Background: an optimization exercise with open tools, aiming at small area and a short achievable clock period. Do not read the settings as production practice.
The RTL was checked by simulation tests, not by an equivalence proof against the original design.
Power and IR drop assume default switching activity.

Setup of v6:
==> flow/design.v (excerpt) <==
module systolic_array (
    input  wire         clk,
    input  wire         rst_n,
    input  wire [47:0]  act_flat,
    input  wire [47:0]  wei_flat,
    input  wire         pipeline_en,
    input  wire         reg_clear,
    input  wire         cell_en,
    input  wire         cscan_en,
    input  wire [1:0]   Thres,
    output wire         cell_out,
    output wire [431:0] MAC_out_flat
);
Size in the first run: ~13000 cells after synthesis, ~540 I/O pins.
clock: 7.5 ns
lec_check: 0
cap_margin: 20
core_margin: 2
core_utilization: 60
cts_cluster_diameter: 100
cts_cluster_size: 30
place_density: 0.75
setup_slack_margin: 4.3
slew_margin: 20
run.sh (not shown) runs the stock make flow with config.mk's settings and CLKGATE_MAP_FILE= SYNTH_SCRIPT=/design/flow/synth_recipe.tcl, a recipe that flattens the netlist after the stock synthesis.
Both conditions hold for v6: the flow ran to the end and the final layout passed the timing, DRC and antenna checks.
Inputs modified between v6 and v7:
- clearing CTS_CLUSTER_SIZE, which used to be 30
- clearing CTS_CLUSTER_DIAMETER, which used to be 100
## What came out
Of v6 and v7, the lower clock-pin slew reported for the worst setup and hold paths after clock tree synthesis belongs to v7.
v7: sequential share of cell area is 0.97 points lower than what v6 reported.
v6 → v7: total half-perimeter wirelength after legalization and detailed placement ~0 delta, area taken by multi-input logic gates ~0 delta.
v6 → v7: proportion of cell area occupied by multi-input gates -1.3 points; final area up about 2.8%.

systolic_array, a different RTL version from the one above (not shown whole).
Size in the first run: about 13000 cells after synthesis, ~2100 flip-flops, about 540 I/O pins.
// systolic_array
module systolic_array (
    input  wire         clk,
    input  wire         rst_n,
    input  wire [47:0]  act_flat,
    input  wire [47:0]  wei_flat,
    input  wire         pipeline_en,
    input  wire         reg_clear,
    input  wire         cell_en,
    input  wire         cscan_en,
    input  wire [1:0]   Thres,
    output wire         cell_out,
    output wire [431:0] MAC_out_flat
);
clock: 7.5 ns
lec_check: 0
cap_margin: 20
core_margin: 2
core_utilization: 45
place_density: 0.6
setup_slack_margin: 4.4
slew_margin: 20
==> next run, changes <==
- CORE_UTILIZATION: 45 -> 60
- PLACE_DENSITY: 0.6 -> 0.75
- SETUP_SLACK_MARGIN: 4.4 -> 4.2
Effect:
- The changed run ran to the end with no violations
- cell count is lower by 9.3%
- final area is lower by 4.7%
- clock skew is lower by 0.031 ns
- die area is lower by 25%

Another version of the RTL of systolic_array (not shown whole).
For scale: ~13000 cells after synthesis, ~540 I/O pins, about 140000 um^2 of cells after synthesis.
// systolic_array
module systolic_array (
    input  wire         clk,
    input  wire         rst_n,
    input  wire [47:0]  act_flat,
    input  wire [47:0]  wei_flat,
    input  wire         pipeline_en,
    input  wire         reg_clear,
    input  wire         cell_en,
    input  wire         cscan_en,
    input  wire [1:0]   Thres,
    output wire         cell_out,
    output wire [431:0] MAC_out_flat
);
    wire [2:0] cel;            
    wire [2:0] wv;             
    wire [2:0] c_in = {cel[1], cel[0], cell_en};
    wire [2:0] step = c_in & {3{pipeline_en}};
    wire       bclr = reg_clear | cscan_en;
    wire [15:0] act [0:2][0:2];
    wire [23:0] wei [0:2][0:2];    
    wire [23:0] wenc [0:2];
    genvar e, d;
    generate
        for (e = 0; e < 3; e = e + 1) begin : g_enc
            wire [15:0] b = wei_flat[16*e +: 16];
            for (d = 0; d < 8; d = d + 1) begin : g_dig
                wire bm = (d == 0) ? 1'b0 : b[(d == 0) ? 0 : 2*d-1];
                assign wenc[e][d]      = b[2*d] ^ bm;
  ...
Settings: LEC_CHECK=0, CAP_MARGIN=20, CORE_MARGIN=2, CORE_UTILIZATION=45, CTS_CLUSTER_DIAMETER=80, CTS_CLUSTER_SIZE=30, PLACE_DENSITY=0.6, SETUP_SLACK_MARGIN=4.3, SLEW_MARGIN=20; clock period 7.5 ns.
The first run finished with timing, DRC and antenna clean.
==> next run, changes <==
- CTS_CLUSTER_DIAMETER: 80 -> 60
Combinational power decreases slightly.
Final cell count is higher slightly.
Total power goes up by roughly a tenth.
==> next run, changes <==
- SETUP_SLACK_MARGIN: 4.3 -> 4.4
The changed run completed with no timing, DRC or antenna violations.
Worst setup slack is better by 0.053 ns.
Non-clock buffer count is higher by 305.
Register-to-register slack is better by 0.09 ns.
Total power is higher slightly.
Clock power stays flat.
Design area is higher slightly.
Combinational power is higher by a few percent.
Die area stays the same.
==> next run, changes <==
- CTS_CLUSTER_DIAMETER: 60 -> not set
- CTS_CLUSTER_SIZE: 30 -> not set
- SETUP_SLACK_MARGIN: 4.4 -> 4.3
Maximum frequency drops by about 2.7%.
Utilization decreases by 0.46 points.
Cell area drops by 0.87%.
Combinational power decreases by 3.0%.

[port drivers added, routing unchanged]
The flow's constraints put no driver on any port. The routed layouts listed below were extracted and timed again, unchanged, in two steps.
Step 1 (the two cells are an assumption about what drives the block):
set clk [get_ports {clk}]
set_driving_cell -lib_cell sky130_fd_sc_hd__clkbuf_16 $clk
set_driving_cell -lib_cell sky130_fd_sc_hd__buf_2 [delete_from_list [all_inputs] $clk]
Step 2 moves the port delays by t, midway between the first and last clock arrival at a register: inputs arrive t later, outputs are due t later. That takes back most of the time a late clock gives input paths.
a / b / c = ideal ports / drivers / drivers and shift; a / b = the first two.
run	t (ns)	slack for setup (ns)	worst setup path after step 2	clock arrival spread, ns	pins driven straight from the clock port
v6	0.905	4.172 / 4.172 / 3.385	input to register	0.039 / 0.039	1
v7	0.953	4.184 / 4.184 / 3.323	input to register	0.032 / 0.032	1
the first run of note 2	1.028	4.218 / 4.218 / 3.422	input to register	0.084 / 0.085	1
the second run of note 2	0.980	4.130 / 4.130 / 3.218	input to register	0.051 / 0.051	1
the first run of note 3	0.985	4.316 / 4.216 / 3.302	input to register	0.080 / 0.080	1
the second run of note 3	1.011	4.330 / 4.235 / 3.373	input to register	0.071 / 0.070	1
the third run of note 3	1.008	4.383 / 4.308 / 3.379	input to register	0.072 / 0.073	1
the fourth run of note 3	1.006	4.297 / 4.247 / 3.364	input to register	0.071 / 0.071	1
After both steps every run listed still meets setup and hold. For the first run of note 3, which loses most, drivers alone change the setup slack by -0.100 ns; drivers and shift together by -1.014 ns.
